Background: an optimization exercise with open tools, aiming at small area and a short achievable clock period. Do not read the settings as production practice.
Power and IR drop assume default switching activity.

// FIR
module FIR(Dout,
           Din,
           clk,
           reset);
Size in the first run: about 420 cells after synthesis, roughly 28 I/O pins, about 0.0051 sq mm of cells after synthesis.
Settings: LEC_CHECK=0, CAP_MARGIN=20, CORE_MARGIN=2, CORE_UTILIZATION=40, SETUP_SLACK_MARGIN=5, SLEW_MARGIN=20, SYNTH_HIERARCHICAL=1, SYNTH_MINIMUM_KEEP_SIZE=0; clock period 12.0 ns.
standard.sh (not shown) runs the stock make flow with config.mk's settings and CLKGATE_MAP_FILE= SYNTH_SCRIPT=/design/flow/synth_recipe.tcl, a recipe that flattens the netlist after the stock synthesis.
==> flow/flow/run.sh <==
#!/bin/bash
# Own layout flow: the standard ORFS flow (standard.sh's make command and
# synthesis, unchanged), with these changes after synthesis:
#  - timing repair aims at a setup slack margin of $MARGIN ns,
#  - port buffers are buf_2 cells (ORFS's default pick is a delay cell),
#  - clock tree: clkbuf_8 buffers, larger sink clusters, no dummy loads.
# ORFS writes each tool's log under orfs/logs/; make's output goes to
# make_*.log in this folder.
set -euo pipefail
MARGIN=5.15
MAKELINE=$(grep '^make ' standard.sh | sed 's/"\${@:-finish}"//')
run_make() { eval "$MAKELINE"' "$@"'; }
run_make synth > make_synth.log 2>&1
run_make "SETUP_SLACK_MARGIN=$MARGIN" \
  "BUFFER_PORTS_ARGS=-buffer_cell sky130_fd_sc_hd__buf_2" \
  "CTS_ARGS=-sink_clustering_enable -repair_clock_nets -dont_use_dummy_load -buf_list sky130_fd_sc_hd__clkbuf_8 -sink_clustering_size 30 -sink_clustering_max_diameter 100" \
  finish > make_finish.log 2>&1
# everything is built: this only writes out/final.def from the final layout
bash standard.sh finish > make_def.log 2>&1
The baseline finished with timing, DRC and antenna clean.
Then changed:
--- a/flow/flow/run.sh
+++ b/flow/flow/run.sh
@@ -10 +10 @@
-MARGIN=5.15
+MARGIN=5
Outcome:
- The changed run went through all stages and came out clean
- final area drops by 1.6%
- routed wire length drops by 0.68%
- utilization drops by 0.72 points
- total power drops by 2.2%
Then changed:
--- a/flow/flow/run.sh
+++ b/flow/flow/run.sh
@@ -10 +10 @@
-MARGIN=5
+MARGIN=5.3
After rerunning: The changed run produced a clean layout; area after synthesis does not change; final area grows by 5.3%; utilization climbs by 2.3 points; sequential share of layout area goes down by 1.3 points; routed wire length climbs by 3.6%; worst hold slack loses 0.029 ns; worst setup slack improves by 0.15 ns; critical path depth stays the same; power rises by 12%; clock power is about the same.
No run of this note included a check of the RTL's function; only the layout flow was run.


## rev 12
FIR, a different RTL version from the one above (not shown whole).
For scale: roughly 400 cells after synthesis, about 28 I/O pins, roughly 0.0050 mm² of cells after synthesis.
==> flow/design.v (excerpt) <==
module FIR(Dout,
           Din,
           clk,
           reset);
    output  [17:0]  Dout;
    input   [7:0]   Din;
    input           clk, reset;
    reg [7:0]  x1, x2n, x3, x4n, x5, x6n, x7;
    reg [15:0] S;
    wire       rn;       
    rinv ur (reset, rn);
    wire s1, c2;
    fa u2 (x2n[0], x4n[0], 1'b1, s1, c2);
    wire s3, c4;
    fa u4 (x2n[1], x4n[1], c2, s3, c4);
    wire s5, c6;
    fa u6 (x2n[2], x4n[2], c4, s5, c6);
    wire s7, c8;
    fa u8 (x2n[3], x4n[3], c6, s7, c8);
    wire s9, c10;
    fa u10 (x2n[4], x4n[4], c8, s9, c10);
    wire s11, c12;
    fa u12 (x2n[5], x4n[5], c10, s11, c12);
    wire s13, c14;
    fa u14 (x2n[6], x4n[6], c12, s13, c14);
    wire s15, c16;
    fa u16 (x2n[7], x4n[7], c14, s15, c16);
    wire n17 = ~x6n[0];
    wire n18 = ~x6n[1];
    wire n19 = ~x6n[2];
    wire n20 = ~x6n[3];
    wire n21 = ~x6n[4];
    wire n22 = ~x6n[5];
    wire n23 = ~x6n[6];
    wire n24 = ~x6n[7];
    wire n25 = ~s1;
    wire n26 = ~s3;
    wire n27 = ~s5;
    wire n28 = ~s7;
    wire n29 = ~s9;
    wire n30 = ~s11;
    wire n31 = ~s13;
    wire n32 = ~s15;
    wire n33 = ~c16;
    wire n34 = ~x7[0];
    wire n35 = ~x7[1];
    wire n36 = ~x7[2];
    wire n37 = ~x7[3];
    wire n38 = ~x7[4];
    wire n39 = ~x7[5];
    wire n40 = ~x7[6];
    wire n41 = ~x7[7];
    wire s42, c43;
  ...
Settings: LEC_CHECK=0, ABC_AREA=0, CAP_MARGIN=20, CORE_MARGIN=2, CORE_UTILIZATION=40, SETUP_SLACK_MARGIN=5, SLEW_MARGIN=20, SYNTH_HIERARCHICAL=1, SYNTH_MINIMUM_KEEP_SIZE=0; clock period 12.0 ns.
==> flow/flow/run.sh <==
#!/bin/bash
# Own layout flow: the standard ORFS flow (standard.sh's make command and
# synthesis, unchanged), with these changes after synthesis:
#  - timing repair aims at a setup slack margin of $MARGIN ns,
#  - port buffers are buf_2 cells (ORFS's default pick is a delay cell),
#  - clock tree: clkbuf_8 buffers, larger sink clusters, no dummy loads.
# ORFS writes each tool's log under orfs/logs/; make's output goes to
# make_*.log in this folder.
set -euo pipefail
MARGIN=5
MAKELINE=$(grep '^make ' standard.sh | sed 's/"\${@:-finish}"//')
run_make() { eval "$MAKELINE"' "$@"'; }
run_make synth > make_synth.log 2>&1
run_make "SETUP_SLACK_MARGIN=$MARGIN" \
  "BUFFER_PORTS_ARGS=-buffer_cell sky130_fd_sc_hd__buf_2" \
  "CTS_ARGS=-sink_clustering_enable -repair_clock_nets -dont_use_dummy_load -buf_list sky130_fd_sc_hd__clkbuf_8 -sink_clustering_size 30 -sink_clustering_max_diameter 100" \
  finish > make_finish.log 2>&1
# everything is built: this only writes out/final.def from the final layout
bash standard.sh finish > make_def.log 2>&1
> inputs changed (rev 12 -> rev 13)
-- flow/config.mk --
<<< rev 12, line 7
export LEC_CHECK = 0
export ABC_AREA = 0
export CAP_MARGIN = 20
>>> rev 13, line 7
export LEC_CHECK = 0
export ABC_AREA = 1
export CAP_MARGIN = 20
- Rev 13 | stages: all done | timing, DRC, antenna: all pass
- Diff rev 13 and rev 12: proportion of power drawn by flip-flops and latches lower in rev 13
- The post-synthesis cell type count reported for rev 13 is smaller than that of rev 12 by 31%.
- | fraction of cell area in non-clock buffers | rev 13 vs rev 12 | 2.2 points lower |
- Row part of the cycle the worst path needs: rev 13 lower / rev 12 higher
- Rev 13 and rev 12 ended up with nearly the same met3 usage.
- On design area: rev 13 sits above rev 12.
- Diff rev 12..rev 13 | number of buffers created by CTS | unchanged
Function was not checked in any run of this note: the RTL went through the layout flow alone.

[static timing again, ports no longer ideal]
In the flow no input, the clock included, has a driving cell. The finished layouts below were timed again as built, in two steps.
Step 1 (the two cells are an assumption about what drives the block):
set clk [get_ports {clk}]
set_driving_cell -lib_cell sky130_fd_sc_hd__clkbuf_16 $clk
set_driving_cell -lib_cell sky130_fd_sc_hd__buf_2 [delete_from_list [all_inputs] $clk]
Step 2 moves the port delays by t, midway between the first and last clock arrival at a register: inputs arrive t later, outputs are due t later. That takes back most of the time a late clock gives input paths.
Three values: no drivers, after step 1, after step 2; two values: the first two.
| run | t, ns | setup slack, ns | latest minus earliest clock arrival (ns) | worst slew at a driven data input, ns |
|---|---|---|---|---|
| the first run of note 1 | 0.368 | 5.046 / 5.053 / 4.685 | 0.015 / 0.016 | 0.04 |
| the second run of note 1 | 0.365 | 5.013 / 5.023 / 4.657 | 0.021 / 0.021 | 0.03 |
| the third run of note 1 | 0.369 | 5.166 / 5.159 / 4.790 | 0.031 / 0.030 | 0.07 |
| rev 12 | 0.362 | 5.034 / 4.999 / 4.692 | 0.016 / 0.015 | 0.06 |
| rev 13 | 0.377 | 5.129 / 5.109 / 4.891 | 0.016 / 0.016 | 0.03 |
After both steps every run listed still meets setup and hold. The setup slack of the third run of note 1, which loses most, moves by -0.007 ns with the drivers and by -0.376 ns with both steps.
